This is an optimization exercise on Yosys and OpenROAD, whose aim is small area, not a production implementation. RTL that was checked went through simulation tests only; none was proved equivalent to the original. The RTL of run 1 was laid out without a check of its function. Power and IR drop assume default switching activity.

[flow/config.mk]
export PLATFORM = sky130hd
export DESIGN_NAME = fastinput
export DESIGN_NICKNAME = fastinput
export VERILOG_FILES = /design/flow/design.v
export SDC_FILE = /design/flow/constraint.sdc
export NUM_CORES = 4
export LEC_CHECK = 0
export CAP_MARGIN = 20
export CORE_MARGIN = 2
export CORE_UTILIZATION = 40
export PLACE_DENSITY = 0.6
export SLEW_MARGIN = 20
[flow/constraint.sdc]
create_clock -name core_clock -period 10.0 [get_ports {clk}]
set_input_delay 2.0000 -clock core_clock [delete_from_list [all_inputs] [get_ports {clk}]]
set_output_delay 2.0000 -clock core_clock [all_outputs]
set_load 0.01 [all_outputs]
[flow/design.v]
module rising_edge_detector (
    input clk,           
    input reset_n,       
    input input_signal,  
    output rising_edge_detected  
);
reg input_signal_d1;
reg input_signal_d2;
always @(posedge clk or negedge reset_n) begin
    if (!reset_n) begin
        input_signal_d1 <= 0;
        input_signal_d2 <= 0;
    end else begin
        input_signal_d1 <= input_signal;
        input_signal_d2 <= input_signal_d1;
    end
end
assign rising_edge_detected = ~input_signal_d2 & input_signal_d1;
endmodule
module fi_channel (
    input  clk,
    input  rst,
    input  pin,
    input  ph0,       
    input  dph0,      
    input  [1:0] sph,
    input  hclr,      
    input  frz,
    input  mstate,
    input  accept,
    output hbit,      
    output slbit      
);
wire e;
rising_edge_detector red (
    .clk(clk),
    .reset_n(rst),
    .input_signal(pin),
    .rising_edge_detected(e)
);
reg [3:0] L;
reg fH, fD, cH, cD;
reg [27:0] H;
reg [13:0] D;
reg [3:0] SL;
wire w   = e & (&L);
wire toD = frz | accept;
wire hout = H[0] & ~hclr;
wire a    = mstate & D[0];
wire cHe  = ph0 ? (fH | (mstate & fD)) : cH;
wire hin  = hout ^ a ^ cHe;
wire cHn  = (hout & a) | (hout & cHe) | (a & cHe);
wire cDe  = dph0 ? (fD & frz) : cD;
wire din  = frz & (D[0] ^ cDe);
always @(posedge clk or negedge rst) begin
    if (!rst)
        L <= 4'd0;
    else if (e)
        L <= L + 1'b1;
end
always @(posedge clk or negedge rst) begin
    if (!rst)
        fH <= 1'b0;
    else
        fH <= (w & ~toD) | (fH & ~ph0);
end
always @(posedge clk) begin
    cH <= cHn;
    fD <= (w & toD) | (fD & ~dph0);
    cD <= D[0] & cDe;
end
always @(posedge clk) begin
    H <= {hin, H[27:1]};
    D <= {din, D[13:1]};
    if (accept)
        SL <= L;
end
assign hbit  = hout;
assign slbit = SL[sph];
endmodule
module fastinput_in (
    input  rst,
    input  clk,
    input  [3:0] Fast,
    input  ph0,
    input  dph0,
    input  [1:0] sph,
    input  hclr,
    input  frz,
    input  mstate,
    input  accept,
    output [3:0] hbit,
    output [3:0] slbit
);
genvar i;
generate
    for (i = 0; i < 4; i = i + 1) begin : ch
        fi_channel u (
            .clk(clk), .rst(rst), .pin(Fast[i]),
            .ph0(ph0), .dph0(dph0), .sph(sph),
            .hclr(hclr), .frz(frz), .mstate(mstate), .accept(accept),
            .hbit(hbit[i]), .slbit(slbit[i])
        );
    end
endgenerate
endmodule
module Receive2uart(
	input  uart_rxd,
	input  Clk,
	input  Rst,
	output is_cmd,
	output reg Rx_Done
);
reg s0_uart_rx, s1_uart_rx;
reg tmp0_uart_rx, tmp1_uart_rx;
reg uart_state;
reg [4:0] div_cnt;
reg [7:0] bps_cnt;
reg [1:0] acc;
reg match;
wire bps_Clk = uart_state && (div_cnt == 5'd3);
wire nedege = !tmp0_uart_rx & tmp1_uart_rx;
wire reject = (bps_cnt == 8'd12) && (acc == 2'd3);
wire last   = bps_cnt[7] && (&bps_cnt[4:0]);    
assign is_cmd = match;
always @(posedge Clk or negedge Rst) begin
	if (!Rst) begin
		s0_uart_rx <= 1'b0;
		s1_uart_rx <= 1'b0;
		tmp0_uart_rx <= 1'b0;
		tmp1_uart_rx <= 1'b0;
	end else begin
		s0_uart_rx <= uart_rxd;
		s1_uart_rx <= s0_uart_rx;
		tmp0_uart_rx <= s1_uart_rx;
		tmp1_uart_rx <= tmp0_uart_rx;
	end
end
always @(posedge Clk) begin
	if (uart_state && div_cnt != 5'd19)
		div_cnt <= {div_cnt[3:0], ~(div_cnt[4] ^ div_cnt[2])};
	else
		div_cnt <= 5'd0;
end
always @(posedge Clk) begin
	if (!uart_state || last || reject)
		bps_cnt <= 8'd0;
	else if (bps_Clk)
		bps_cnt <= bps_cnt + 1'b1;
end
always @(posedge Clk or negedge Rst) begin
	if (!Rst)
		Rx_Done <= 1'b0;
	else
		Rx_Done <= uart_state && last;
end
wire in_win = (bps_cnt[3:0] >= 4'd6) && (bps_cnt[3:0] <= 4'd11) && (bps_cnt != 8'd41);
wire [3:0] grp = bps_cnt[7:4];
wire exp_bit = (grp == 4'd1) || (grp == 4'd3);
wire pol = (grp == 4'd0);
wire dbit = (grp == 4'd2) ? !acc[1] : (acc != 2'd3);
always @(posedge Clk) begin
	if (bps_Clk) begin
		if (bps_cnt[3:0] == 4'd0)
			acc <= 2'd0;
		else if (in_win && s1_uart_rx == pol && acc != 2'd3)
			acc <= acc + 1'b1;
		if (bps_cnt == 8'd12)
			match <= 1'b1;
		else if (bps_cnt[3:0] == 4'd12 && grp <= 4'd8 && dbit != exp_bit)
			match <= 1'b0;
	end
end
always @(posedge Clk or negedge Rst) begin
	if (!Rst)
		uart_state <= 1'b0;
	else if (nedege)
		uart_state <= 1'b1;
	else if (Rx_Done || reject)
		uart_state <= 1'b0;
end
endmodule
module Write2uart(
	input Clk,
	input Rst,
	input Send_en,
	input nbit,
	output reg uart_txd,
	output reg TX_Done,
	output reg [3:0] q,
	output slot0
);
reg [8:0] div_cnt;
reg uart_state;
wire div_lo  = uart_state && (div_cnt[8:3] == 6'd0) && div_cnt[1] && div_cnt[0];
wire bps_clk = div_lo && !div_cnt[2];
assign slot0 = div_lo && div_cnt[2];
always @(posedge Clk or negedge Rst) begin
	if (!Rst)
		TX_Done <= 1'b0;
	else
		TX_Done <= uart_state && q10;
end
wire q10 = q[3] && q[1] && !q[0];
wire q_data = !q[3] || (!q[1] && !q[0]);    
always @(posedge Clk or negedge Rst) begin
	if (!Rst)
		uart_state <= 1'b0;
	else if (Send_en)
		uart_state <= 1'b1;
	else if (q10)
		uart_state <= 1'b0;
end
always @(posedge Clk) begin
	if (!uart_state || q10)
		q <= 4'd15;
	else if (bps_clk)
		q <= q + 1'b1;
end
always @(posedge Clk) begin
	if (uart_state && div_cnt != 9'd182)
		div_cnt <= {div_cnt[7:0], ~(div_cnt[8] ^ div_cnt[4])};
	else
		div_cnt <= 9'd0;
end
always @(posedge Clk or negedge Rst) begin
	if (!Rst)
		uart_txd <= 1'b1;
	else if (slot0) begin
		if (q == 4'd0)
			uart_txd <= 1'b0;
		else if (q_data)
			uart_txd <= nbit;
		else
			uart_txd <= 1'b1;
	end
end
endmodule
module fastinput (
    input rst,
    input clk,
	input [3:0]CheckIO,
	input  receive,
    output write
);
wire RxDone;
wire is_cmd;
wire tx_done;
wire [3:0] q;
wire slot0;
reg WriteEnable;
reg acc_d1;          
reg acc_d2;
reg [4:0] m;         
reg [4:0] php;
reg hclr;
reg frz;
reg mstate;
reg nbit;
reg spend;
reg scarry;
reg [3:0] SumLo;
reg [3:0] SumHi;
wire accept = RxDone && !WriteEnable && is_cmd;
wire m16   = m[4] && !m[2];
wire m31   = m[4] && m[1] && m[0];
wire fresh = m[4] && !m[1] && m[0];    
wire [3:0] hbit;
wire [3:0] slbit;
wire ph0  = (php == 5'd4);
wire dph0 = ph0 || (php == 5'd18);
wire ph31 = (php == 5'd31);
Write2uart Write2uart(
	.Clk(clk),
	.Rst(rst),
	.Send_en(WriteEnable),
	.nbit(nbit),
	.uart_txd(write),
	.TX_Done(tx_done),
	.q(q),
	.slot0(slot0)
);
fastinput_in fastinput_in (
    .rst(rst),
    .clk(clk),
    .Fast(CheckIO),
    .ph0(ph0),
    .dph0(dph0),
    .sph(php[1:0]),
    .hclr(hclr),
    .frz(frz),
    .mstate(mstate),
    .accept(accept),
    .hbit(hbit),
    .slbit(slbit)
);
Receive2uart Receive2uart(
	.uart_rxd(receive),
	.Clk(clk),
	.Rst(rst),
	.is_cmd(is_cmd),
	.Rx_Done(RxDone)
);
always @(posedge clk or negedge rst) begin
	if (!rst) begin
		acc_d1 <= 1'b0;
		acc_d2 <= 1'b0;
	end else begin
		acc_d1 <= accept;
		acc_d2 <= acc_d1;
	end
end
always @(posedge clk or negedge rst) begin
	if (!rst)
		WriteEnable <= 1'b0;
	else if (acc_d2)
		WriteEnable <= 1'b1;
	else if (m16)
		WriteEnable <= 1'b0;
end
always @(posedge clk or negedge rst) begin
	if (!rst)
		m <= 5'd29;
	else if (tx_done)
		m <= (m + 1'b1) | {4'd0, fresh};
	else if (m16)
		m <= 5'd30;
end
wire unfz = (m == 5'd15) && q[3] && !q[2];
always @(posedge clk or negedge rst) begin
	if (!rst) begin
		php <= 5'd4;
		hclr <= 1'b1;
		frz <= 1'b0;
		mstate <= 1'b0;
	end else begin
		php <= ph31 ? 5'd4 : php + 1'b1;
		if (ph31)
			hclr <= 1'b0;
		if (accept)
			frz <= 1'b1;
		else if (ph31 && unfz)
			frz <= 1'b0;
		if (ph31)
			mstate <= frz && unfz;
	end
end
wire [1:0] c = m[3:2];
wire [1:0] j = m[1:0];
wire lowm = (php[1:0] == q[1:0]);
wire lowp = (j == 2'd0) && !q[2];
wire hm   = (php[4:2] == {j, q[2]});
reg cond;
reg src;
always @(*) begin
	if (!m[4]) begin
		cond = lowm && (lowp || hm);
		src  = lowp ? slbit[c] : hbit[c];
	end else if (m31) begin
		cond = 1'b1;
		src  = (q == 4'd1) || (q == 4'd2);
	end else if (m[0]) begin
		cond = 1'b1;
		src  = 1'b0;
	end else begin
		cond = lowm;
		src  = q[2] ? SumHi[0] : SumLo[0];
	end
end
always @(posedge clk) begin
	if (!q[3] && cond)
		nbit <= src;
end
wire sadd = spend && !slot0 && !m[4] && (j == 2'd0) && !q[3] && cond;
wire sold = (c != 2'd0) && (q[2] ? SumHi[0] : SumLo[0]);
wire scin = (q[2:0] != 3'd0) && scarry;
wire snew = sold ^ src ^ scin;
always @(posedge clk) begin
	if (slot0)
		spend <= 1'b1;
	else if (sadd)
		spend <= 1'b0;
	if (sadd)
		scarry <= (sold & src) | (sold & scin) | (src & scin);
	SumLo <= (sadd && !q[2]) ? {snew, SumLo[3:1]} : {SumLo[0], SumLo[3:1]};
	SumHi <= (sadd &&  q[2]) ? {snew, SumHi[3:1]} : {SumHi[0], SumHi[3:1]};
end
endmodule
[flow/flow/run.sh]
#!/bin/bash
# The standard layout (standard.sh) with these changes:
#  - synthesis: synth_recipe.tcl unchanged, except that ABC maps the logic
#    with the area-oriented mapping in flow/area.abc (amap) instead of abc_speed.script,
#    adders are left to ABC (no extract_fa, no Kogge-Stone carry map).
#    Registers are created and mapped exactly as in the standard synthesis.
#  - the port buffers that buffer_ports inserts are sky130_fd_sc_hd__buf_1
#    instead of the delay buffer it picks by default;
#  - clock tree synthesis clusters at most 11 flip-flops within 40 um per
#    sky130_fd_sc_hd__clkbuf_4 and adds no dummy loads.
# ORFS writes each step's log under orfs/logs; the make output goes to
# standard.log.
set -euo pipefail
here=$(cd "$(dirname "$0")" && pwd)

cat > synth_area.tcl <<EOS
proc abc {args} {
  set i [lsearch -exact \$args -script]
  if {\$i >= 0 && [string match *abc_speed.script [lindex \$args [expr {\$i + 1}]]]} {
    lset args [expr {\$i + 1}] $here/area.abc
  }
  puts "abc script: [lindex \$args [expr {\$i + 1}]]"
  yosys abc {*}\$args
}
proc extract_fa {args} { puts "extract_fa skipped" }
EOS
cat synth_recipe.tcl >> synth_area.tcl

export SYNTH_OPERATIONS_ARGS="-nordff"
export BUFFER_PORTS_ARGS="-buffer_cell sky130_fd_sc_hd__buf_1"
export CTS_ARGS="-sink_clustering_enable -repair_clock_nets -sink_clustering_size 11 -sink_clustering_max_diameter 40 -buf_list sky130_fd_sc_hd__clkbuf_4 -dont_use_dummy_load"
bash standard.sh SYNTH_SCRIPT=$PWD/synth_area.tcl finish > standard.log 2>&1
[flow/flow/area.abc]
strash
dch -f
amap -F 4 -A 10
[flow/standard.sh]
#!/bin/bash
# synth_recipe.tcl (not shown) runs the flow's synth.tcl, then flattens the netlist and writes it again
# the make line also repeats each setting of config.mk as NAME=value (left out here)
make -C /OpenROAD-flow-scripts/flow DESIGN_CONFIG=/design/flow/config.mk WORK_HOME=/design/flow/orfs CLKGATE_MAP_FILE= SYNTH_SCRIPT=/design/flow/synth_recipe.tcl "${@:-finish}"
==> results of run 1 <==
[state kept, by name (all words and copies together) (netlist names), 5 cells and up]
signal and count:
fastinput_in.ch.u.H 112, fastinput_in.ch.u.D 56, fastinput_in.ch.u.L 16, fastinput_in.ch.u.SL 16
Write2uart.div_cnt 9, Receive2uart.bps_cnt 8, Receive2uart.div_cnt 5, m 5
php 5
[cells in the final DEF, fill, tap and decap left out, types with 9 or more instances in the layout]
| cell type | instances |
|---|---|
| nor2_1 | 81 |
| nand2_1 | 41 |
| o22ai_1 | 10 |
| clkinv_1 | 60 |
| o21ai_0 | 38 |
| nor3_1 | 14 |
| nor2b_1 | 11 |
| a21oi_1 | 18 |
| dfrtp_1 | 46 |
| a211oi_1 | 9 |
| edfxtp_1 | 21 |
| dfxtp_1 | 215 |
| clkbuf_4 | 36 |
[layer usage]
metal / vias up / track usage / wire length [um]
li1: 2279 / - / -
met1: 2125 / 0.156 / 5830
met2: 96 / 0.173 / 5130
met3: 37 / 0.0342 / 631
met4: 0 / 0.0569 / 393
met5: - / 0 / 0
[per-stage QoR]
stage,std cells,instance area [um2],utilization,hold slack [ns],worst slack [ns]
detailed placement,921,8420,0.430,0.312,7.05
finish,958,8700,0.444,0.298,6.72
global route,958,8700,0.444,0.321,6.63
CTS,957,8690,0.444,0.292,6.67
global placement,921,8420,0.430,0.311,7.19
floorplan,648,8060,-,0.310,7.47
[cell families (layout without fill, tap and decap cells)]
logic type / Yosys count / count (layout)
compound gates: 118 / 118
flops: 289 / 289
simple gates: 181 / 181
other cells: 0 / 1
buf+inv: 60 / 104
[final timing paths]
path                                              endpoint
worst max-delay path                                 write
worst min-delay path             fastinput_in.ch[0].u.H[3]
worst max register to register  fastinput_in.ch[3].u.D[13]
worst min register to register   fastinput_in.ch[0].u.H[3]
max in group asynchronous               Write2uart.TX_Done
min in group asynchronous        fastinput_in.ch[3].u.L[0]
[power by group]
group	switching [uW]	internal (uW)	total, uW
sequential	41.0	1240	1280
clock	328	167	495
combinational	48.7	37.8	86.5
total	417	1440	1860
[layout make-up]
| class | count | share of cell area |
|---|---|---|
| multi-input cells | 299 | 0.180 |
| clock buffers | 36 | 0.0311 |
| well taps | 265 | 0.0381 |
| diodes | 1 | 0.000288 |
| repair buffers | 8 | 0.00403 |
| flip-flops and latches | 289 | 0.721 |
| inverters | 60 | 0.0259 |
==> flow_metrics.py, run 1 <==
metrics = {
    "final_layout": {
        "multi_input_area_um2": 1560,
        "syn_to_final_growth_pct": 7.93,
        "drive_gt1_frac": 0.0650,
        "regArea_um2": 6270,
        "fin_nets": 701,
        "fill_cells": 1779,
    },
    "yosys": {
        "synth.area.mux_share": 0,
        "synthSimpleGateAreaFrac": 0.0995,
        "synthArstFlopShare": 0.183,
        "synth_xor_area_frac": 0,
        "synth_compound_gate_area_share": 0.0944,
        "netlist_instances": 648,
        "ys.flop_type": "dfxtp_1",
        "syn-cell-area_um2": 8060,
        "ys_seq_area_frac": 0.778,
        "ys_top_cells_by_area": "dfxtp_1 (53%), dfrtp_1 (14%), edfxtp_1 (7.8%)",
        "synth_nets": 655,
        "ys_warn_count": 5,
        "ys_types": 33,
        "synth-seq-cells": 289,
        "synthAdderAreaFrac": 0,
        "synth_edf_count": 21,
        "yosysMostFrequentCell": "dfxtp_1",
        "synth_top_family_by_area": "simple AND/OR/NAND/NOR gates",
        "synth_common_cells": "dfxtp_1 (215), nor2_1 (81), clkinv_1 (60)",
        "synth_top_area_frac": 0.534,
        "yosys.area.top_type": "dfxtp_1",
        "syn_avg_cell_area_um2": 12.4,
    },
    "drt": {
        "drtPass1Iterations": 5,
        "wl_per_cell_um": 12.5,
        "vias": 4537,
        "route.detailed.drc": 0,
        "avgViaCountPerCell": 4.74,
        "first_iter_violations": 354,
        "routed_wl_mm": 12.0,
        "antenna_left": 0,
    },
    "global_route": {
        "track_usage": 0.116,
        "grt_max_degree": 54,
        "grt_pass1_vias": 4465,
        "grt_overflow": 0,
        "grt_pass1_wl_mm": 20.6,
        "antenna_found_initial": 1,
    },
    "timing": {
        "period_share": 0.328,
        "max_freq_ghz": 0.305,
        "period_minus_slack_ns": 3.28,
        "fin_worst_skew_ns": 0.0586,
        "maxSlewViolCount": 0,
        "slew_headroom": 0.437,
        "finalSetupViolations": 0,
        "rsz0062_at_grt": "no",
        "tns_ns": 0,
        "worstMarginPinSlew_ns": 0.833,
        "finalHoldViolCount": 0,
    },
    "clocking": {
        "ctsHoldBuffers": 0,
        "htree_levels": 2,
        "cts_tree": "built",
        "clk_latency_ns": 0.62,
        "clk_pin_slew_ns": 0.10,
        "clock_sinks": 289,
        "cts_resized": 0,
        "cts_setup_buffers": 0,
        "cts-root-buf": "clkbuf_4",
        "cts_buffer_depth": 3,
        "cts_made_buffers": 36,
    },
    "floorplanning": {
        "die_x_um": 146,
        "core_area_um2": 19600,
        "die_h_um": 146,
        "initial_utilization": 0.411,
        "fp-row-count": 51,
        "die-area_um2": 21300,
        "ios": 8,
    },
    "critical_path": {
        "reg2reg_depth": 8,
        "cp_slowest_stage_delay_ns": 0.55,
        "worst-setup-path-type": "register to output port",
        "r2r_slack_ns": 6.97,
        "crit_required_ns": 8.00,
        "critPathLaunch": "Write2uart.uart_txd",
        "end_kind": "output port",
        "r2r-start": "php[1]",
        "critical_path_buf_inv_count": 1,
        "worst_setup_path_start_kind": "register",
        "critPathSlowestCell": "dfstp_2",
        "crit_arrival_ns": 1.28,
        "critPathTopFamily": "flip-flops",
        "crit_chain": "buf_1",
        "worstPathMaxFanout": 2,
        "path_depth": 1,
    },
    "place": {
        "io_buffers": 7,
        "hpwlAfterDp_mm": 7.68,
        "gp_congestion": 0.799,
    },
    "worst_hold_path": {
        "min-delay-start": "fastinput_in.ch[0].u.H[4]",
        "min_delay_path_depth": 0,
        "hp-class": "register to register",
    },
    "pwr": {
        "power.total_uw": 1860,
        "power_density_nw_per_um2": 214,
        "ir_worst_vdd_v": 0.0000898,
        "power.leakage_uw": 0.00330,
    },
    "outcome": {
        "status": "complete, no violations",
    },
    "job": {
        "cap_violations": 0,
    },
}
==> inputs of run 2 (changes only) <==
--- a/flow/design.v
+++ b/flow/design.v
@@ -267,8 +267,8 @@
 wire fresh = m[4] && !m[1] && m[0];    
 wire [3:0] hbit;
 wire [3:0] slbit;
-wire ph0  = (php == 5'd4);
-wire dph0 = ph0 || (php == 5'd18);
+wire ph0  = !php[4] && !php[3] && !php[1] && !php[0];    
+wire dph0 = ph0 || (php[3:0] == 4'b0010);               
 wire ph31 = (php == 5'd31);
 Write2uart Write2uart(
 	.Clk(clk),
@@ -358,7 +358,7 @@
 		src  = lowp ? slbit[c] : hbit[c];
 	end else if (m31) begin
 		cond = 1'b1;
-		src  = (q == 4'd1) || (q == 4'd2);
+		src  = !q[2] && (q[1] ^ q[0]);    
 	end else if (m[0]) begin
 		cond = 1'b1;
 		src  = 1'b0;
==> flow_metrics.py, run 2 <==
metrics = {
    "final_layout": {
        "largest_reg_flops": 112,
        "syn_to_final_growth_pct": 8.05,
        "final_cell_mix": "dfxtp_1 (215), nor2_1 (91), clkinv_1 (57)",
        "fin_nets": 698,
        "reg.largest.list": "fastinput_in.ch.u.H: 112 flops, fastinput_in.ch.u.D: 56 flops",
        "final_common_cell": "dfxtp_1",
        "largest_register": "fastinput_in.ch.u.H",
        "drive_gt1_frac": 0.0668,
    },
    "yosys": {
        "synth_edf_count": 21,
        "ys_types": 36,
        "yosys.area.top_type": "dfxtp_1",
        "netlist_instances": 644,
        "ys_top_cells_by_area": "dfxtp_1 (54%), dfrtp_1 (14%), edfxtp_1 (7.8%)",
        "ys_warn_count": 5,
        "ys_seq_area_frac": 0.780,
        "syn-cell-area_um2": 8040,
        "synth_nets": 651,
        "ys.flop_type": "dfxtp_1",
        "synth_top_area_frac": 0.535,
        "syn_avg_cell_area_um2": 12.5,
        "yosysMostFrequentCell": "dfxtp_1",
        "synth_common_cells": "dfxtp_1 (215), nor2_1 (91), clkinv_1 (57)",
        "synthArstFlopShare": 0.183,
        "synth-seq-cells": 289,
    },
    "clocking": {
        "cts_tree": "built",
        "cts_buffer_depth": 3,
        "cts_resized": 0,
        "clock_sinks": 289,
        "clk_pin_slew_ns": 0.11,
        "clk_latency_ns": 0.63,
        "cts_made_buffers": 37,
        "ctsHoldBuffers": 0,
        "htree_levels": 2,
        "cts-root-buf": "clkbuf_4",
        "cts_setup_buffers": 0,
    },
    "critical_path": {
        "cp_slowest_stage_delay_ns": 0.54,
        "end_kind": "output port",
        "worst_setup_path_start_kind": "register",
        "worst-setup-path-type": "register to output port",
        "reg2reg_depth": 10,
        "crit_arrival_ns": 1.24,
        "r2r_slack_ns": 7.24,
        "crit_required_ns": 8.00,
        "critical_path_buf_inv_count": 1,
        "r2r-start": "php[0]",
        "worstPathMaxFanout": 2,
        "critPathTopFamily": "flip-flops",
        "rr_endpoint": "SumHi[3]",
        "crit_chain": "buf_1",
        "critPathSlowestCell": "dfstp_2",
    },
    "timing": {
        "max_freq_ghz": 0.308,
        "period_share": 0.324,
        "period_minus_slack_ns": 3.24,
        "fin_worst_skew_ns": 0.108,
        "rsz0062_at_grt": "no",
        "worstMarginPinSlew_ns": 0.856,
        "finalHoldViolCount": 0,
        "finalSetupViolations": 0,
        "slew_headroom": 0.423,
        "tns_ns": 0,
        "maxSlewViolCount": 0,
    },
    "place": {
        "gp_congestion": 0.807,
        "hpwlAfterDp_mm": 7.65,
        "io_buffers": 7,
    },
    "worst_hold_path": {
        "hp-class": "register to register",
        "min-delay-start": "fastinput_in.ch[0].u.H[5]",
        "min_delay_path_depth": 0,
        "min_to": "fastinput_in.ch[0].u.H[4]",
    },
    "drt": {
        "first_iter_violations": 229,
        "avgViaCountPerCell": 4.71,
        "route.detailed.drc": 0,
        "routed_wl_mm": 11.8,
        "antenna_left": 0,
        "drtPass1Iterations": 4,
        "wl_per_cell_um": 12.4,
        "vias": 4501,
    },
    "global_route": {
        "grt_overflow": 0,
        "grt_pass1_vias": 4511,
        "antenna_found_initial": 1,
        "grt_pass1_wl_mm": 20.7,
        "track_usage": 0.116,
        "grt_max_degree": 54,
    },
    "outcome": {
        "status": "complete, no violations",
    },
    "floorplanning": {
        "core_area_um2": 19600,
        "initial_utilization": 0.410,
        "die_x_um": 146,
        "ios": 8,
        "die-area_um2": 21200,
        "fp-row-count": 51,
        "die_h_um": 146,
    },
    "pwr": {
        "power_density_nw_per_um2": 215,
        "power.leakage_uw": 0.00328,
        "power.total_uw": 1870,
        "ir_worst_vdd_v": 0.0000976,
    },
    "job": {
        "cap_violations": 0,
    },
}
==> run 2: worst max path at each step <==
stage	start	end	slack [ns]	depth (start not counted)
final	Write2uart.uart_txd	write	6.76	1
after global routing	Write2uart.uart_txd	write	6.66	1
after CTS	Write2uart.uart_txd	write	6.70	1
after detailed placement	php[0]	SumHi[3]	7.33	10
after global placement	Write2uart.uart_txd	write	7.33	1
after floorplan	Write2uart.uart_txd	write	7.47	0
==> run 2: power breakdown <==
part / internal [uW] / leakage (uW) / switching, uW / total, uW
Combinational: 39.0 / 0.000566 / 49.0 / 87.9
Sequential: 1240 / 0.00254 / 41.1 / 1280
Clock: 171 / 0.000170 / 327 / 498
==> run 2: layout make-up <==
cell class              instances  area [um2]
diodes                          1        2.50
repair buffers                  8        35.0
well taps                     265         332
inverters                      57         214
clock buffers                  37         278
fillers                      1806       10900
multi-input cells             298        1550
flip-flops and latches        289        6270
==> run 2: metal layers <==
metal / vias to the layer above / wire length (um) / GRT usage
met5: - / 0 / 0
met3: 32 / 528 / 0.0354
met2: 80 / 5120 / 0.180
met4: 0 / 362 / 0.0574
li1: 2291 / - / -
met1: 2098 / 5820 / 0.150
==> run 2: per-stage QoR <==
step | util | cell area (um2) | cells | setup slack [ns] | hold slack (ns)
after floorplan | - | 8040 | 644 | 7.47 | 0.310
after detailed placement | 0.429 | 8400 | 917 | 7.33 | 0.312
final | 0.443 | 8680 | 955 | 6.76 | 0.242
after global routing | 0.443 | 8680 | 955 | 6.66 | 0.265
after CTS | 0.443 | 8680 | 954 | 6.70 | 0.252
after global placement | 0.429 | 8400 | 917 | 7.33 | 0.309
==> run 2: kinds of logic (layout without fill, tap and decap cells) <==
group                  after synthesis  in the layout  synth area share
AOI/OAI and AO/OA                  115            115            0.0926
and+or+nand+nor                    183            183             0.101
other                                0              1                 0
buffers and inverters               57            102            0.0266
DFF                                289            289             0.780
==> inputs of run 3 (changes only) <==
--- a/flow/config.mk
+++ b/flow/config.mk
@@ -7,6 +7,6 @@
 export LEC_CHECK = 0
 export CAP_MARGIN = 20
 export CORE_MARGIN = 2
-export CORE_UTILIZATION = 40
-export PLACE_DENSITY = 0.6
+export CORE_UTILIZATION = 60
+export PLACE_DENSITY = 0.75
 export SLEW_MARGIN = 20
==> flow_metrics.py, run 3 <==
metrics = {
    "outcome": {
        "status": "complete, no violations",
    },
    "critical_path": {
        "critPathLaunch": "Write2uart.uart_txd",
        "r2r_slack_ns": 7.29,
        "path_depth": 1,
        "r2r-start": "php[0]",
        "critical_path_buf_inv_count": 1,
        "reg2reg_depth": 12,
        "cp_slowest_stage_delay_ns": 0.53,
        "critPathSlowestCell": "dfstp_2",
        "rr_endpoint": "SumHi[3]",
        "end_kind": "output port",
        "crit_path_end": "write",
        "worstPathMaxFanout": 2,
        "critPathTopFamily": "flip-flops",
        "crit_required_ns": 8.00,
        "crit_arrival_ns": 1.24,
        "worst-setup-path-type": "register to output port",
        "crit_chain": "buf_1",
        "worst_setup_path_start_kind": "register",
    },
    "drt": {
        "first_iter_violations": 348,
        "route.detailed.drc": 0,
        "wl_per_cell_um": 13.7,
        "avgViaCountPerCell": 5.25,
        "vias": 4533,
        "routed_wl_mm": 11.8,
        "drtPass1Iterations": 5,
        "antenna_left": 0,
    },
    "timing": {
        "rsz0062_at_grt": "no",
        "tns_ns": 0,
        "slew_headroom": 0.405,
        "holdWs_ns": 0.305,
        "fin_worst_skew_ns": 0.0378,
        "worstMarginPinSlew_ns": 0.882,
        "maxSlewViolCount": 0,
        "max_freq_ghz": 0.309,
        "period_share": 0.324,
        "finalHoldViolCount": 0,
        "period_minus_slack_ns": 3.24,
        "finalSetupViolations": 0,
    },
    "global_route": {
        "grt_pass1_vias": 4455,
        "grt_pass1_wl_mm": 20.8,
        "track_usage": 0.181,
        "antenna_found_initial": 0,
        "grt_max_degree": 54,
        "grt_overflow": 0,
    },
    "place": {
        "place_area_um2": 8290,
        "dp_cells": 828,
        "gp_congestion": 0.816,
        "io_buffers": 7,
        "hpwlAfterDp_mm": 7.80,
    },
    "final_layout": {
        "final_common_cell": "dfxtp_1",
        "syn_to_final_growth_pct": 6.44,
        "fin_cells": 863,
        "largest_register": "fastinput_in.ch.u.H",
        "fin_nets": 696,
        "reg.largest.list": "fastinput_in.ch.u.H: 112 flops, fastinput_in.ch.u.D: 56 flops",
        "antenna_cells": 0,
        "final_area_um2": 8560,
        "fill_cells": 1011,
        "final_cell_mix": "dfxtp_1 (215), nor2_1 (91), clkinv_1 (57)",
        "largest_reg_flops": 112,
        "post-route-util": 0.651,
        "drive_gt1_frac": 0.0640,
    },
    "pwr": {
        "p_switching_uw": 411,
        "clockPowerShare": 0.261,
        "combPwrFrac": 0.048,
        "intPower_uw": 1440,
        "seq_power_share": 0.691,
        "power_density_nw_per_um2": 216,
        "power.leakage_uw": 0.00327,
        "ir_worst_vdd_v": 0.000124,
        "swShare": 0.222,
    },
    "yosys": {
        "yosys.area.top_type": "dfxtp_1",
        "synth_edf_count": 21,
        "ys_top_cells_by_area": "dfxtp_1 (54%), dfrtp_1 (14%), edfxtp_1 (7.8%)",
        "synth_nets": 651,
        "ys_seq_area_frac": 0.780,
        "ys.flop_type": "dfxtp_1",
        "synthArstFlopShare": 0.183,
        "ys_warn_count": 5,
        "ys_types": 36,
        "syn-cell-area_um2": 8040,
        "synth_common_cells": "dfxtp_1 (215), nor2_1 (91), clkinv_1 (57)",
        "netlist_instances": 644,
        "synth_top_area_frac": 0.535,
        "yosysMostFrequentCell": "dfxtp_1",
        "syn_avg_cell_area_um2": 12.5,
        "synth-seq-cells": 289,
    },
    "clocking": {
        "cts-root-buf": "clkbuf_4",
        "htree_levels": 2,
        "clk_pin_slew_ns": 0.09,
        "clock_sinks": 289,
        "cts_made_buffers": 35,
        "cts_buffer_depth": 3,
        "cts_tree": "built",
        "cts_setup_buffers": 0,
        "clk_latency_ns": 0.60,
        "cts_resized": 0,
        "ctsHoldBuffers": 0,
    },
    "worst_hold_path": {
        "min-delay-start": "fastinput_in.ch[0].u.H[13]",
        "hp-class": "register to register",
    },
    "floorplanning": {
        "die_x_um": 120,
        "die_h_um": 120,
        "ios": 8,
        "initial_utilization": 0.612,
        "die-area_um2": 14300,
        "core_area_um2": 13100,
        "fp-row-count": 42,
    },
    "job": {
        "cap_violations": 0,
    },
}
-- run 3: cell counts after synthesis --
Identical to the previous run, type by type.
-- run 3: kinds of logic after synthesis --
family | Yosys count | share of synthesized area
DFF | 289 | 0.780
and+or+nand+nor | 183 | 0.101
AOI/OAI and AO/OA | 115 | 0.0926
buffers and inverters | 57 | 0.0266
-- run 3: metal layers --
layer,part of all wire,vias to the layer above,wire (um),global-route usage
met5,0,-,0,0
met4,0.027,0,324,0.0853
met3,0.044,27,525,0.0437
met2,0.46,104,5400,0.273
met1,0.47,2131,5560,0.250
li1,-,2271,-,-
-- run 3: final cells by class --
cell class              count  area (um2)  area share
flip-flops and latches    289        6270       0.733
well taps                 176         220      0.0257
clock buffers              35         263      0.0307
repair buffers              8        35.0     0.00409
inverters                  57         214      0.0250
multi-input cells         298        1550       0.182
-- run 3: worst min path at each step --
stage,endpoint,slack (ns),cells after the start
6_report,fastinput_in.ch[0].u.H[12],0.30,0
5_1_grt,fastinput_in.ch[0].u.H[10],0.31,0
4_1_cts,fastinput_in.ch[0].u.H[12],0.30,0
3_5_place_dp,fastinput_in.ch[0].u.H[10],0.31,0
3_3_place_gp,fastinput_in.ch[1].u.D[5],0.31,0
2_1_floorplan,SumHi[0],0.31,0
-- run 3: per-stage QoR --
| stage | total power [uW] | setup WS, ns |
|---|---|---|
| after floorplan | 1360 | 7.47 |
| after global placement | 1380 | 7.34 |
| after detailed placement | 1390 | 7.34 |
| after CTS | 1870 | 6.71 |
| after global routing | 1950 | 6.68 |
| final | 1850 | 6.76 |
-- run 3: power groups by stage --
stage	clock (uW)	combinational, uW	sequential (uW)
2_1_floorplan	0	68.4	1290
3_3_place_gp	0	81.9	1300
3_5_place_dp	0	89.2	1310
4_1_cts	505	89.7	1280
5_1_grt	556	102	1290
6_report	483	88.7	1280
==> inputs of run 4 (changes only) <==
==> flow/flow/area.abc (replaced) <==
strash
balance
rewrite -z
refactor -z
rewrite -z
dch -f
amap -F 4 -A 10
==> flow_metrics.py, run 4 <==
metrics = {
    "outcome": {
        "status": "complete, no violations",
    },
    "place": {
        "hpwlAfterDp_mm": 8.01,
        "dp_cells": 839,
        "dp_slack_ns": 7.35,
        "io_buffers": 7,
        "gp_congestion": 0.874,
    },
    "clocking": {
        "htree_levels": 2,
        "cts_setup_buffers": 0,
        "clk_pin_slew_ns": 0.10,
        "clk_latency_ns": 0.59,
        "cts_buffer_depth": 3,
        "cts_made_buffers": 36,
        "clock_sinks": 289,
        "cts_resized": 0,
        "cts_tree": "built",
        "cts-root-buf": "clkbuf_4",
        "ctsHoldBuffers": 0,
    },
    "yosys": {
        "synthAdderAreaFrac": 0,
        "netlist_instances": 655,
        "ys.flop_type": "dfxtp_1",
        "yosysMostFrequentCell": "dfxtp_1",
        "ys_types": 36,
        "synth_nets": 662,
        "ys_seq_area_frac": 0.778,
        "synthSimpleGateAreaFrac": 0.101,
        "synth_edf_count": 21,
        "syn-cell-area_um2": 8060,
        "synth-seq-cells": 289,
        "yosys.area.top_type": "dfxtp_1",
        "ys_top_cells_by_area": "dfxtp_1 (53%), dfrtp_1 (14%), edfxtp_1 (7.8%)",
        "ys_warn_count": 5,
        "synth_common_cells": "dfxtp_1 (215), nor2_1 (85), clkinv_1 (63)",
        "synth_xor_area_frac": 0,
        "synthArstFlopShare": 0.183,
        "synth.area.mux_share": 0,
        "synth_compound_gate_area_share": 0.0920,
        "syn_avg_cell_area_um2": 12.3,
        "synth_top_area_frac": 0.534,
        "synth_top_family_by_area": "simple AND/OR/NAND/NOR gates",
    },
    "final_layout": {
        "post-route-util": 0.651,
        "final_cell_mix": "dfxtp_1 (215), nor2_1 (85), clkinv_1 (63)",
        "fin_nets": 708,
        "reg.largest.list": "fastinput_in.ch.u.H: 112 flops, fastinput_in.ch.u.D: 56 flops",
        "antenna_cells": 0,
        "largest_reg_flops": 112,
        "largest_register": "fastinput_in.ch.u.H",
        "drive_gt1_frac": 0.0644,
        "final_common_cell": "dfxtp_1",
        "fin_cells": 875,
        "syn_to_final_growth_pct": 6.52,
    },
    "floorplanning": {
        "die_h_um": 120,
        "die-area_um2": 14400,
        "core_area_um2": 13200,
        "fp-row-count": 42,
        "ios": 8,
        "initial_utilization": 0.611,
        "die_x_um": 120,
    },
    "critical_path": {
        "crit_chain": "buf_1",
        "critPathSlowestCell": "dfstp_2",
        "cp_slowest_stage_delay_ns": 0.54,
        "crit_required_ns": 8.00,
        "worst-setup-path-type": "register to output port",
        "crit_arrival_ns": 1.26,
        "critPathTopFamily": "flip-flops",
        "worstPathMaxFanout": 2,
        "critical_path_buf_inv_count": 1,
        "end_kind": "output port",
        "worst_setup_path_start_kind": "register",
        "r2r_slack_ns": 7.30,
    },
    "global_route": {
        "grt_pass1_wl_mm": 21.0,
        "grt_max_degree": 54,
        "antenna_found_initial": 0,
        "grt_overflow": 0,
        "track_usage": 0.181,
        "grt_pass1_vias": 4685,
    },
    "timing": {
        "maxSlewViolCount": 0,
        "rsz0062_at_grt": "no",
        "worstMarginPinSlew_ns": 0.808,
        "slew_headroom": 0.456,
        "finalSetupViolations": 0,
        "period_share": 0.326,
        "period_minus_slack_ns": 3.26,
        "finalHoldViolCount": 0,
        "tns_ns": 0,
        "max_freq_ghz": 0.307,
        "setup_slack_ns": 6.74,
        "fin_worst_skew_ns": 0.0465,
    },
    "pwr": {
        "ir_worst_vdd_v": 0.000124,
        "power_density_nw_per_um2": 215,
        "power.leakage_uw": 0.00327,
    },
    "drt": {
        "vias": 4573,
        "wl_per_cell_um": 13.7,
        "first_iter_violations": 310,
        "routed_wl_mm": 12.0,
        "route.detailed.drc": 0,
        "drtPass1Iterations": 5,
        "antenna_left": 0,
        "avgViaCountPerCell": 5.23,
    },
    "job": {
        "cap_violations": 0,
    },
    "worst_hold_path": {
        "hp-class": "register to register",
    },
}
## run 4: cell count changes after synthesis, sizes merged, moves of 6 or more
cell    previous run  this run
clkinv            57        63
nand2             36        50
nor2              91        85
o21ai             37        44
## run 4: final timing paths
check	from	to	depth (start not counted)
worst max-delay path	Write2uart.uart_txd	write	1
worst min-delay path	fastinput_in.ch[3].u.H[18]	fastinput_in.ch[3].u.H[17]	0
worst max register to register	php[0]	SumHi[3]	12
worst min register to register	fastinput_in.ch[3].u.H[18]	fastinput_in.ch[3].u.H[17]	0
max in group asynchronous	rst	acc_d2	2
min in group asynchronous	rst	fastinput_in.ch[0].u.red.input_signal_d2	2
## run 4: cell families after synthesis
group,after synthesis
and+or+nand+nor,187
AOI/OAI and AO/OA,116
DFF,289
buffers and inverters,63
## run 4: routing by layer
metal / part of all wire / up-vias / global-route usage
met5: 0 / - / 0
met1: 0.47 / 2141 / 0.244
met4: 0.021 / 0 / 0.0801
met2: 0.47 / 103 / 0.283
li1: - / 2304 / -
met3: 0.047 / 25 / 0.0423
## run 4: where the power goes
group	total, uW	internal, uW	switching [uW]
sequential	1280	1240	40.5
clock	482	167	315
combinational	85.5	38.2	47.3
total	1850	1440	403
## run 4: stage by stage
step	power [uW]	cell area, um2	hold WS, ns
2_1_floorplan	1360	8060	0.310
3_3_place_gp	1380	8320	0.311
3_5_place_dp	1390	8320	0.312
4_1_cts	1870	8590	0.297
5_1_grt	1950	8590	0.302
6_report	1850	8590	0.294
## run 4: area by class of cell
type,count,area [um2]
fill,989,4600
timing repair buffer,8,35.0
multi-input combinational,303,1560
sequential,289,6270
clock buffer,36,270
tap,176,220
inverter,63,236
==> inputs of run 5 (changes only) <==
==> flow/flow/area.abc (replaced) <==
strash
dch -f
amap -F 8 -A 20 -C 1000
==> flow_metrics.py, run 5 <==
metrics = {
    "global_route": {
        "grt_max_degree": 54,
        "track_usage": 0.178,
        "grt_overflow": 0,
        "grt_pass1_vias": 4493,
        "antenna_found_initial": 0,
        "grt_pass1_wl_mm": 20.5,
    },
    "final_layout": {
        "final_cell_mix": "dfxtp_1 (215), nor2_1 (88), clkinv_1 (55)",
        "reg.largest.list": "fastinput_in.ch.u.H: 112 flops, fastinput_in.ch.u.D: 56 flops",
        "largest_reg_flops": 112,
        "largest_register": "fastinput_in.ch.u.H",
        "final_common_cell": "dfxtp_1",
        "fin_nets": 690,
        "syn_to_final_growth_pct": 6.45,
        "drive_gt1_frac": 0.0646,
        "antenna_cells": 0,
    },
    "drt": {
        "vias": 4505,
        "wl_per_cell_um": 13.7,
        "routed_wl_mm": 11.8,
        "antenna_left": 0,
        "avgViaCountPerCell": 5.26,
        "first_iter_violations": 294,
        "route.detailed.drc": 0,
        "drtPass1Iterations": 5,
    },
    "critical_path": {
        "crit_required_ns": 8.00,
        "critPathSlowestCell": "dfstp_2",
        "worst-setup-path-type": "register to output port",
        "worstPathMaxFanout": 2,
        "worst_setup_path_start_kind": "register",
        "critical_path_buf_inv_count": 1,
        "end_kind": "output port",
        "critPathTopFamily": "flip-flops",
        "crit_arrival_ns": 1.26,
        "cp_slowest_stage_delay_ns": 0.54,
        "crit_chain": "buf_1",
    },
    "clocking": {
        "cts_tree": "built",
        "clk_pin_slew_ns": 0.10,
        "cts_setup_buffers": 0,
        "cts-root-buf": "clkbuf_4",
        "clk_latency_ns": 0.63,
        "cts_buffer_depth": 3,
        "cts_resized": 0,
        "clock_sinks": 289,
        "ctsHoldBuffers": 0,
        "htree_levels": 2,
        "cts_made_buffers": 35,
    },
    "floorplanning": {
        "die_h_um": 120,
        "initial_utilization": 0.611,
        "fp-row-count": 42,
        "die-area_um2": 14300,
        "core_area_um2": 13100,
        "ios": 8,
        "die_x_um": 120,
    },
    "yosys": {
        "synth_nets": 645,
        "yosys.area.top_type": "dfxtp_1",
        "synth_common_cells": "dfxtp_1 (215), nor2_1 (88), clkinv_1 (55)",
        "synthArstFlopShare": 0.183,
        "synth_edf_count": 21,
        "netlist_instances": 638,
        "ys_seq_area_frac": 0.781,
        "ys.flop_type": "dfxtp_1",
        "ys_warn_count": 5,
        "syn-cell-area_um2": 8030,
        "ys_types": 34,
        "synth_top_area_frac": 0.536,
        "syn_avg_cell_area_um2": 12.6,
        "synth-seq-cells": 289,
        "yosysMostFrequentCell": "dfxtp_1",
        "ys_top_cells_by_area": "dfxtp_1 (54%), dfrtp_1 (14%), edfxtp_1 (7.9%)",
    },
    "timing": {
        "finalSetupViolations": 0,
        "period_minus_slack_ns": 3.26,
        "tns_ns": 0,
        "rsz0062_at_grt": "no",
        "worstMarginPinSlew_ns": 0.886,
        "fin_worst_skew_ns": 0.0849,
        "slew_headroom": 0.403,
        "holdWs_ns": 0.305,
        "period_share": 0.326,
        "finalHoldViolCount": 0,
        "max_freq_ghz": 0.307,
        "setup_slack_ns": 6.74,
        "maxSlewViolCount": 0,
    },
    "place": {
        "gp_congestion": 0.896,
        "hpwlAfterDp_mm": 7.71,
        "dp_slack_ns": 7.35,
        "io_buffers": 7,
    },
    "job": {
        "cap_violations": 0,
    },
    "pwr": {
        "ir_worst_vdd_v": 0.000129,
        "power.leakage_uw": 0.00326,
        "power_density_nw_per_um2": 216,
    },
    "outcome": {
        "status": "complete, no violations",
    },
    "worst_hold_path": {
        "hp-class": "register to register",
    },
}
-- run 5: per-stage QoR --
stage | util | power (uW) | cells | area [um2]
after floorplan | - | 1360 | 638 | 8030
after global placement | 0.631 | 1380 | 822 | 8290
after detailed placement | 0.631 | 1390 | 822 | 8290
after CTS | 0.651 | 1870 | 857 | 8550
after global routing | 0.651 | 1950 | 857 | 8550
final | 0.651 | 1850 | 857 | 8550
-- run 5: per-layer routing --
metal  up-vias  wire, um  global-route usage
li1       2258         -                   -
met1      2119      5690               0.241
met2        94      5190               0.268
met3        34       517              0.0528
met4         0       386              0.0816
met5         -         0                   0
-- run 5: cells by family (layout without fill, tap and decap cells) --
| kind of cell | count (synthesis) | count (layout) | synth area share |
|---|---|---|---|
| compound gates | 115 | 115 | 0.0950 |
| buf+inv | 55 | 98 | 0.0257 |
| flops | 289 | 289 | 0.781 |
| simple gates | 179 | 179 | 0.0985 |
-- run 5: area by class of cell --
type | count | area [um2]
tap | 176 | 220
inverter | 55 | 206
sequential | 289 | 6270
fill | 1022 | 4590
clock buffer | 35 | 263
multi-input combinational | 294 | 1550
timing repair buffer | 8 | 35.0
-- run 5: path summary, 6_finish.rpt --
kind                       slack (ns)                                       end  cells after the start                 startpoint
max                              6.74                                     write                      1        Write2uart.uart_txd
min                              0.31                 fastinput_in.ch[0].u.D[8]                      0  fastinput_in.ch[0].u.D[9]
max reg2reg                      7.18                                  SumHi[3]                      9                     php[0]
min reg2reg                      0.31                 fastinput_in.ch[0].u.D[8]                      0  fastinput_in.ch[0].u.D[9]
max in group asynchronous        7.99                               WriteEnable                      2                        rst
min in group asynchronous        1.47  fastinput_in.ch[2].u.red.input_signal_d2                      2                        rst
-- run 5: power breakdown --
part,internal [uW],leakage (uW),switching (uW)
clock,163,0.000161,318
combinational,38.1,0.000552,48.7
sequential,1240,0.00254,41.7
==> inputs of run 6 (changes only) <==
--- a/flow/flow/run.sh
+++ b/flow/flow/run.sh
@@ -28,5 +28,5 @@
 
 export SYNTH_OPERATIONS_ARGS="-nordff"
 export BUFFER_PORTS_ARGS="-buffer_cell sky130_fd_sc_hd__buf_1"
-export CTS_ARGS="-sink_clustering_enable -repair_clock_nets -sink_clustering_size 11 -sink_clustering_max_diameter 40 -buf_list sky130_fd_sc_hd__clkbuf_4 -dont_use_dummy_load"
+export CTS_ARGS="-sink_clustering_enable -repair_clock_nets -sink_clustering_size 12 -sink_clustering_max_diameter 36 -buf_list sky130_fd_sc_hd__clkbuf_4 -dont_use_dummy_load"
 bash standard.sh SYNTH_SCRIPT=$PWD/synth_area.tcl finish > standard.log 2>&1
==> flow/flow/area.abc (replaced) <==
strash
dch -f
amap -F 4 -A 10
==> flow_metrics.py, run 6 <==
metrics = {
    "clocking": {
        "cts_made_buffers": 37,
        "cts_buffer_depth": 3,
        "cts_resized": 0,
        "clk_latency_ns": 0.63,
        "cts-root-buf": "clkbuf_4",
        "clock_sinks": 289,
        "cts_setup_buffers": 0,
        "htree_levels": 2,
        "ctsHoldBuffers": 0,
        "cts_tree": "built",
        "clk_pin_slew_ns": 0.11,
    },
    "drt": {
        "route.detailed.drc": 0,
        "first_iter_violations": 341,
        "wl_per_cell_um": 13.7,
        "avgViaCountPerCell": 5.24,
        "antenna_left": 0,
        "drtPass1Iterations": 5,
        "routed_wl_mm": 11.9,
        "vias": 4541,
    },
    "critical_path": {
        "r2r_slack_ns": 7.31,
        "cp_slowest_stage_delay_ns": 0.52,
        "crit_required_ns": 8.00,
        "worst_setup_path_start_kind": "register",
        "worst-setup-path-type": "register to output port",
        "critical_path_buf_inv_count": 1,
        "crit_arrival_ns": 1.22,
        "critPathTopFamily": "flip-flops",
        "crit_chain": "buf_1",
        "critPathSlowestCell": "dfstp_2",
        "worstPathMaxFanout": 2,
        "end_kind": "output port",
    },
    "job": {
        "cap_violations": 0,
    },
    "place": {
        "io_buffers": 7,
        "hpwlAfterDp_mm": 7.80,
        "dp_slack_ns": 7.34,
        "gp_congestion": 0.816,
    },
    "timing": {
        "holdWs_ns": 0.272,
        "setup_slack_ns": 6.78,
        "maxSlewViolCount": 0,
        "worstMarginPinSlew_ns": 0.836,
        "slew_headroom": 0.436,
        "finalHoldViolCount": 0,
        "fin_worst_skew_ns": 0.0760,
        "period_minus_slack_ns": 3.22,
        "rsz0062_at_grt": "no",
        "period_share": 0.322,
        "tns_ns": 0,
        "finalSetupViolations": 0,
        "max_freq_ghz": 0.310,
    },
    "yosys": {
        "yosys.area.top_type": "dfxtp_1",
        "ys_warn_count": 5,
        "synth_common_cells": "dfxtp_1 (215), nor2_1 (91), clkinv_1 (57)",
        "ys_seq_area_frac": 0.780,
        "synth_nets": 651,
        "ys.flop_type": "dfxtp_1",
        "syn_avg_cell_area_um2": 12.5,
        "netlist_instances": 644,
        "ys_top_cells_by_area": "dfxtp_1 (54%), dfrtp_1 (14%), edfxtp_1 (7.8%)",
        "syn-cell-area_um2": 8040,
        "synthArstFlopShare": 0.183,
        "yosysMostFrequentCell": "dfxtp_1",
        "synth_edf_count": 21,
        "synth_top_area_frac": 0.535,
        "ys_types": 36,
        "synth-seq-cells": 289,
    },
    "outcome": {
        "status": "complete, no violations",
    },
    "floorplanning": {
        "die_x_um": 120,
        "ios": 8,
        "fp-row-count": 42,
        "die-area_um2": 14300,
        "die_h_um": 120,
        "core_area_um2": 13100,
        "initial_utilization": 0.612,
    },
    "global_route": {
        "grt_pass1_vias": 4465,
        "track_usage": 0.181,
        "grt_pass1_wl_mm": 20.8,
        "antenna_found_initial": 1,
        "grt_overflow": 0,
        "grt_max_degree": 54,
    },
    "final_layout": {
        "post-route-util": 0.653,
        "largest_reg_flops": 112,
        "reg.largest.list": "fastinput_in.ch.u.H: 112 flops, fastinput_in.ch.u.D: 56 flops",
        "largest_register": "fastinput_in.ch.u.H",
        "drive_gt1_frac": 0.0668,
        "fin_nets": 698,
        "final_common_cell": "dfxtp_1",
        "fill_cells": 1019,
        "syn_to_final_growth_pct": 6.66,
        "final_cell_mix": "dfxtp_1 (215), nor2_1 (91), clkinv_1 (57)",
    },
    "worst_hold_path": {
        "hp-class": "register to register",
    },
    "pwr": {
        "ir_worst_vdd_v": 0.000129,
        "power_density_nw_per_um2": 218,
        "power.leakage_uw": 0.00328,
    },
}
-- run 6: routing by layer --
metal | GRT usage | routed length [um] | up-vias
met5 | 0 | 0 | -
met3 | 0.0423 | 554 | 27
met1 | 0.251 | 5650 | 2114
met4 | 0.0875 | 320 | 0
li1 | - | - | 2286
met2 | 0.273 | 5360 | 114
-- run 6: area by class of cell --
cell class              count  area (um2)  area share
flip-flops and latches    289        6270       0.731
multi-input cells         298        1550       0.181
clock buffers              37         278      0.0324
well taps                 176         220      0.0257
inverters                  57         214      0.0250
repair buffers              8        35.0     0.00409
diodes                      1        2.50    0.000292
-- run 6: path summary, 6_finish.rpt --
path,from,endpoint,cells past startpoint
setup / recovery,Write2uart.uart_txd,write,1
hold / removal,fastinput_in.ch[0].u.H[21],fastinput_in.ch[0].u.H[20],0
setup reg to reg,php[0],SumHi[3],10
hold reg to reg,fastinput_in.ch[0].u.H[21],fastinput_in.ch[0].u.H[20],0
max in group asynchronous,rst,m[1],2
min in group asynchronous,rst,fastinput_in.ch[3].u.L[0],2
-- run 6: power by group --
part           internal, uW  leakage, uW  switching (uW)
clock network           171     0.000170             326
registers              1240      0.00254            41.0
logic                  39.0     0.000566            49.8
total                  1450      0.00328             417
-- run 6: logic make-up (layout without fill, tap and decap cells) --
kind of cell | Yosys count | after routing | synth area share
other cells | 0 | 1 | 0
buf+inv | 57 | 102 | 0.0266
simple gates | 183 | 183 | 0.101
flops | 289 | 289 | 0.780
compound gates | 115 | 115 | 0.0926
-- run 6: stage by stage --
stage	power, uW	cell area, um2	cells
final	1860	8570	866
after global routing	1960	8570	866
after CTS	1890	8570	865
after detailed placement	1390	8290	828
after global placement	1380	8290	828
after floorplan	1360	8040	644
==> inputs of run 7 (changes only) <==
--- a/flow/flow/run.sh
+++ b/flow/flow/run.sh
@@ -28,5 +28,5 @@
 
 export SYNTH_OPERATIONS_ARGS="-nordff"
 export BUFFER_PORTS_ARGS="-buffer_cell sky130_fd_sc_hd__buf_1"
-export CTS_ARGS="-sink_clustering_enable -repair_clock_nets -sink_clustering_size 12 -sink_clustering_max_diameter 36 -buf_list sky130_fd_sc_hd__clkbuf_4 -dont_use_dummy_load"
+export CTS_ARGS="-sink_clustering_enable -repair_clock_nets -sink_clustering_size 20 -sink_clustering_max_diameter 50 -buf_list sky130_fd_sc_hd__clkbuf_8 -dont_use_dummy_load"
 bash standard.sh SYNTH_SCRIPT=$PWD/synth_area.tcl finish > standard.log 2>&1
--- a/flow/config.mk
+++ b/flow/config.mk
@@ -7,6 +7,6 @@
 export LEC_CHECK = 0
 export CAP_MARGIN = 20
 export CORE_MARGIN = 2
-export CORE_UTILIZATION = 60
-export PLACE_DENSITY = 0.75
+export CORE_UTILIZATION = 40
+export PLACE_DENSITY = 0.6
 export SLEW_MARGIN = 20
==> flow_metrics.py, run 7 <==
metrics = {
    "outcome": {
        "status": "complete, no violations",
    },
    "floorplanning": {
        "die_h_um": 146,
        "ios": 8,
        "initial_utilization": 0.410,
        "die-area_um2": 21200,
        "core_area_um2": 19600,
        "fp-row-count": 51,
        "die_x_um": 146,
    },
    "global_route": {
        "antenna_found_initial": 0,
        "grt_pass1_vias": 4375,
        "grt_pass1_wl_mm": 20.3,
        "track_usage": 0.113,
        "grt_overflow": 0,
        "grt_max_degree": 54,
    },
    "yosys": {
        "syn-cell-area_um2": 8040,
        "yosys.area.top_type": "dfxtp_1",
        "synth_common_cells": "dfxtp_1 (215), nor2_1 (91), clkinv_1 (57)",
        "netlist_instances": 644,
        "synthArstFlopShare": 0.183,
        "ys_warn_count": 5,
        "yosysMostFrequentCell": "dfxtp_1",
        "ys_top_cells_by_area": "dfxtp_1 (54%), dfrtp_1 (14%), edfxtp_1 (7.8%)",
        "synth_edf_count": 21,
        "ys_seq_area_frac": 0.780,
        "synth_top_area_frac": 0.535,
        "synth_nets": 651,
        "ys.flop_type": "dfxtp_1",
        "synth-seq-cells": 289,
        "syn_avg_cell_area_um2": 12.5,
        "synth.area.mux_share": 0,
        "synth_top_family_by_area": "simple AND/OR/NAND/NOR gates",
        "synth_xor_area_frac": 0,
        "synthSimpleGateAreaFrac": 0.101,
        "synthAdderAreaFrac": 0,
        "synth_compound_gate_area_share": 0.0926,
        "ys_types": 36,
    },
    "pwr": {
        "power_density_nw_per_um2": 217,
        "power.leakage_uw": 0.00327,
        "power.total_uw": 1890,
        "ir_worst_vdd_v": 0.000119,
    },
    "clocking": {
        "cts_tree": "built",
        "clock_sinks": 289,
        "cts-root-buf": "clkbuf_8",
        "cts_buffer_depth": 3,
        "cts_made_buffers": 22,
        "cts_setup_buffers": 0,
        "ctsHoldBuffers": 0,
        "htree_levels": 1,
        "clk_pin_slew_ns": 0.11,
        "cts_resized": 0,
        "clk_latency_ns": 0.55,
    },
    "timing": {
        "setup_slack_ns": 6.80,
        "maxSlewViolCount": 0,
        "holdWs_ns": 0.267,
        "fin_worst_skew_ns": 0.0725,
        "worstMarginPinSlew_ns": 0.844,
        "period_minus_slack_ns": 3.20,
        "tns_ns": 0,
        "max_freq_ghz": 0.313,
        "finalHoldViolCount": 0,
        "slew_headroom": 0.431,
        "rsz0062_at_grt": "no",
        "finalSetupViolations": 0,
        "period_share": 0.320,
    },
    "place": {
        "gp_congestion": 0.807,
        "io_buffers": 7,
        "hpwlAfterDp_mm": 7.65,
        "dp_slack_ns": 7.33,
    },
    "critical_path": {
        "critical_path_buf_inv_count": 1,
        "worstPathMaxFanout": 2,
        "end_kind": "output port",
        "crit_arrival_ns": 1.20,
        "cp_slowest_stage_delay_ns": 0.54,
        "worst-setup-path-type": "register to output port",
        "critPathTopFamily": "flip-flops",
        "r2r-start": "php[0]",
        "critPathLaunch": "Write2uart.uart_txd",
        "critPathSlowestCell": "dfstp_2",
        "worst_setup_path_start_kind": "register",
        "crit_required_ns": 8.00,
        "crit_chain": "buf_1",
    },
    "final_layout": {
        "post-route-util": 0.444,
        "final_cell_mix": "dfxtp_1 (215), nor2_1 (91), clkinv_1 (57)",
        "fin_nets": 683,
        "final_common_cell": "dfxtp_1",
        "drive_gt1_frac": 0.0460,
        "antenna_cells": 0,
        "largest_register": "fastinput_in.ch.u.H",
        "reg.largest.list": "fastinput_in.ch.u.H: 112 flops, fastinput_in.ch.u.D: 56 flops",
        "largest_reg_flops": 112,
        "syn_to_final_growth_pct": 8.33,
    },
    "job": {
        "cap_violations": 0,
    },
    "worst_hold_path": {
        "min-delay-start": "fastinput_in.ch[0].u.H[21]",
        "hp-class": "register to register",
    },
    "drt": {
        "antenna_left": 0,
        "wl_per_cell_um": 12.5,
        "avgViaCountPerCell": 4.71,
        "routed_wl_mm": 11.7,
        "vias": 4418,
        "first_iter_violations": 261,
        "route.detailed.drc": 0,
        "drtPass1Iterations": 6,
    },
}
-- run 7: changes by cell type in the layout (fill, tap and decap cells not counted), sizes merged --
cell    delta
clkbuf    -15
diode      -1
-- run 7: cell type report --
type / instances / area, um2
Sequential cell: 289 / 6270
Tap cell: 265 / 332
Timing Repair Buffer: 8 / 35.0
Clock buffer: 22 / 303
Multi-Input combinational cell: 298 / 1550
Fill cell: 1795 / 10900
Inverter: 57 / 214
-- run 7: final timing paths --
path,end,slack [ns],cells past startpoint
max,write,6.80,1
min,fastinput_in.ch[0].u.H[20],0.27,0
max reg2reg,SumLo[3],7.31,10
min reg2reg,fastinput_in.ch[0].u.H[20],0.27,0
max in group asynchronous,WriteEnable,7.89,2
min in group asynchronous,fastinput_in.ch[3].u.L[3],1.56,2
-- run 7: logic make-up (layout without fill, tap and decap cells) --
| family | count (synthesis) | count (layout) |
|---|---|---|
| AO/OA/AOI/OAI | 115 | 115 |
| buffers and inverters | 57 | 87 |
| AND/OR/NAND/NOR | 183 | 183 |
| flip-flops | 289 | 289 |
-- run 7: per-layer routing --
metal | vias to the layer above | global-route usage | wire [um]
met3 | 28 | 0.0248 | 473
met2 | 72 | 0.181 | 5070
met4 | 0 | 0.0475 | 358
met1 | 2072 | 0.150 | 5840
met5 | - | 0 | 0
li1 | 2246 | - | -
-- run 7: metrics by stage --
stage / area (um2) / std cells
final: 8710 / 939
after global routing: 8710 / 939
after CTS: 8710 / 939
after detailed placement: 8400 / 917
after global placement: 8400 / 917
after floorplan: 8040 / 644
-- run 7: worst reg2reg max path: stages (launching register included) --
cell and delay, ns:
dfrtp_1 0.49, clkinv_1 0.29, nor2_1 0.38, a222oi_1 0.16
a221o_1 0.33, o21ai_0 0.08, o22ai_1 0.10, o22ai_1 0.27
o21ai_0 0.17, o21ai_0 0.22, a21oi_1 0.10
-- run 7: power breakdown --
part / switching [uW] / internal, uW / total [uW]
combinational: 48.7 / 39.0 / 87.7
sequential: 40.8 / 1240 / 1280
clock: 321 / 198 / 519
==> inputs of run 8 (changes only) <==
--- a/flow/flow/run.sh
+++ b/flow/flow/run.sh
@@ -28,5 +28,5 @@
 
 export SYNTH_OPERATIONS_ARGS="-nordff"
 export BUFFER_PORTS_ARGS="-buffer_cell sky130_fd_sc_hd__buf_1"
-export CTS_ARGS="-sink_clustering_enable -repair_clock_nets -sink_clustering_size 20 -sink_clustering_max_diameter 50 -buf_list sky130_fd_sc_hd__clkbuf_8 -dont_use_dummy_load"
+export CTS_ARGS="-sink_clustering_enable -repair_clock_nets -sink_clustering_size 11 -sink_clustering_max_diameter 40 -sink_clustering_buffer sky130_fd_sc_hd__clkbuf_4 -buf_list sky130_fd_sc_hd__clkbuf_8 -dont_use_dummy_load"
 bash standard.sh SYNTH_SCRIPT=$PWD/synth_area.tcl finish > standard.log 2>&1
==> flow/flow/area.abc (replaced) <==
strash
dch -f
amap -F 8 -A 20 -C 1000
--- a/flow/config.mk
+++ b/flow/config.mk
@@ -7,6 +7,6 @@
 export LEC_CHECK = 0
 export CAP_MARGIN = 20
 export CORE_MARGIN = 2
-export CORE_UTILIZATION = 40
-export PLACE_DENSITY = 0.6
+export CORE_UTILIZATION = 60
+export PLACE_DENSITY = 0.75
 export SLEW_MARGIN = 20
==> flow_metrics.py, run 8 <==
metrics = {
    "yosys": {
        "synthArstFlopShare": 0.183,
        "ys_top_cells_by_area": "dfxtp_1 (54%), dfrtp_1 (14%), edfxtp_1 (7.9%)",
        "syn_avg_cell_area_um2": 12.6,
        "synth_top_area_frac": 0.536,
        "ys_seq_area_frac": 0.781,
        "netlist_instances": 638,
        "ys_types": 34,
        "synth_common_cells": "dfxtp_1 (215), nor2_1 (88), clkinv_1 (55)",
        "ys.flop_type": "dfxtp_1",
        "yosysMostFrequentCell": "dfxtp_1",
        "ys_warn_count": 5,
        "syn-cell-area_um2": 8030,
        "yosys.area.top_type": "dfxtp_1",
        "synth-seq-cells": 289,
        "synth_edf_count": 21,
        "synth_nets": 645,
    },
    "timing": {
        "max_freq_ghz": 0.316,
        "finalSetupViolations": 0,
        "rsz0062_at_grt": "no",
        "period_share": 0.316,
        "fin_worst_skew_ns": 0.0693,
        "finalHoldViolCount": 0,
        "holdWs_ns": 0.316,
        "tns_ns": 0,
        "slew_headroom": 0.411,
        "maxSlewViolCount": 0,
        "period_minus_slack_ns": 3.16,
        "worstMarginPinSlew_ns": 0.874,
    },
    "floorplanning": {
        "die_x_um": 120,
        "die-area_um2": 14300,
        "initial_utilization": 0.611,
        "die_h_um": 120,
        "core_area_um2": 13100,
        "fp-row-count": 42,
        "ios": 8,
    },
    "final_layout": {
        "syn_to_final_growth_pct": 6.84,
        "final_cell_mix": "dfxtp_1 (215), nor2_1 (88), clkinv_1 (55)",
        "final_common_cell": "dfxtp_1",
        "fin_nets": 690,
        "reg.largest.list": "fastinput_in.ch.u.H: 112 flops, fastinput_in.ch.u.D: 56 flops",
        "final_area_um2": 8580,
        "fin_cells": 857,
        "antenna_cells": 0,
        "largest_register": "fastinput_in.ch.u.H",
        "largest_reg_flops": 112,
        "drive_gt1_frac": 0.0646,
        "post-route-util": 0.653,
    },
    "critical_path": {
        "end_kind": "output port",
        "critical_path_buf_inv_count": 1,
        "worstPathMaxFanout": 2,
        "crit_arrival_ns": 1.16,
        "crit_required_ns": 8.00,
        "critPathTopFamily": "flip-flops",
        "crit_chain": "buf_1",
        "worst_setup_path_start_kind": "register",
        "worst-setup-path-type": "register to output port",
        "critPathSlowestCell": "dfstp_2",
        "cp_slowest_stage_delay_ns": 0.54,
    },
    "outcome": {
        "status": "complete, no violations",
    },
    "place": {
        "gp_congestion": 0.896,
        "hpwlAfterDp_mm": 7.71,
        "place_area_um2": 8290,
        "dp_cells": 822,
        "io_buffers": 7,
    },
    "drt": {
        "avgViaCountPerCell": 5.27,
        "vias": 4513,
        "route.detailed.drc": 0,
        "routed_wl_mm": 11.8,
        "drtPass1Iterations": 5,
        "wl_per_cell_um": 13.8,
        "first_iter_violations": 279,
        "antenna_left": 0,
    },
    "pwr": {
        "power_density_nw_per_um2": 218,
        "ir_worst_vdd_v": 0.000129,
        "power.leakage_uw": 0.00327,
    },
    "job": {
        "cap_violations": 0,
    },
    "clocking": {
        "clk_latency_ns": 0.51,
        "cts_buffer_depth": 3,
        "cts-root-buf": "clkbuf_8",
        "ctsHoldBuffers": 0,
        "cts_setup_buffers": 0,
        "cts_resized": 0,
        "clock_sinks": 289,
        "htree_levels": 2,
        "cts_made_buffers": 35,
        "clk_pin_slew_ns": 0.10,
        "cts_tree": "built",
    },
    "global_route": {
        "grt_pass1_vias": 4507,
        "antenna_found_initial": 0,
        "grt_pass1_wl_mm": 20.5,
        "track_usage": 0.178,
        "grt_overflow": 0,
        "grt_max_degree": 54,
    },
    "worst_hold_path": {
        "hp-class": "register to register",
    },
}
## run 8: cell count changes in the layout (fill, tap and decap cells not counted), moves of 2 or more
| cell | previous run | this run |
|---|---|---|
| o21a_1 | 6 | 10 |
| a21oi_1 | 18 | 14 |
| nor2_1 | 91 | 88 |
| a22oi_1 | 2 | 0 |
| clkinv_1 | 57 | 55 |
| o22a_1 | 1 | 3 |
| nand3_1 | 3 | 6 |
| clkbuf_8 | 22 | 5 |
| clkbuf_4 | 0 | 30 |
| o21ai_0 | 37 | 34 |
## run 8: through the flow
stage                     worst slack (ns)  total power [uW]
after floorplan                       7.47              1360
after global placement                7.35              1380
after detailed placement              7.35              1390
after CTS                             6.81              1900
after global routing                  6.78              1970
final                                 6.84              1870
## run 8: path summary, 6_finish.rpt
kind / slack (ns) / start / cells past startpoint / end
max: 6.84 / Write2uart.uart_txd / 1 / write
min in group asynchronous: 1.58 / rst / 2 / fastinput_in.ch[2].u.red.input_signal_d2
min reg2reg: 0.32 / fastinput_in.ch[0].u.D[9] / 0 / fastinput_in.ch[0].u.D[8]
max reg2reg: 7.20 / php[0] / 9 / SumHi[3]
min: 0.32 / fastinput_in.ch[0].u.D[9] / 0 / fastinput_in.ch[0].u.D[8]
max in group asynchronous: 7.89 / rst / 2 / WriteEnable
## run 8: cell type report
type	instances	area (um2)
flip-flops and latches	289	6270
fillers	1014	4560
inverters	55	206
clock buffers	35	294
multi-input cells	294	1550
well taps	176	220
repair buffers	8	35.0
## run 8: kinds of logic (layout without fill, tap and decap cells)
logic type             after synthesis  count (layout)  share of synthesized area
AO/OA/AOI/OAI                      115             115                     0.0950
buffers and inverters               55              98                     0.0257
flip-flops                         289             289                      0.781
AND/OR/NAND/NOR                    179             179                     0.0985
## run 8: power by group
group / switching (uW) / internal (uW)
Combinational: 48.7 / 38.1
Sequential: 41.7 / 1240
Clock: 321 / 185
## run 8: worst reg2reg max path, delay by kind of cell (launching register included)
kind | cells | cell delay (ns)
flops | 1 | 0.50
compound gates | 7 | 1.47
buf+inv | 1 | 0.30
simple gates | 1 | 0.39
## run 8: routing by layer
| layer | routed length (um) | vias up | track usage |
|---|---|---|---|
| li1 | - | 2252 | - |
| met4 | 409 | 0 | 0.0949 |
| met2 | 5230 | 105 | 0.268 |
| met3 | 497 | 32 | 0.0409 |
| met1 | 5680 | 2124 | 0.243 |
| met5 | 0 | - | 0 |

Check on run 8: ideal ports give 6.838 ns setup slack; a clkbuf_16 on the clock port and buf_2 on the inputs give 6.803 ns; moving port delays by the midpoint clock arrival (0.514 ns) as well gives 7.203 ns.
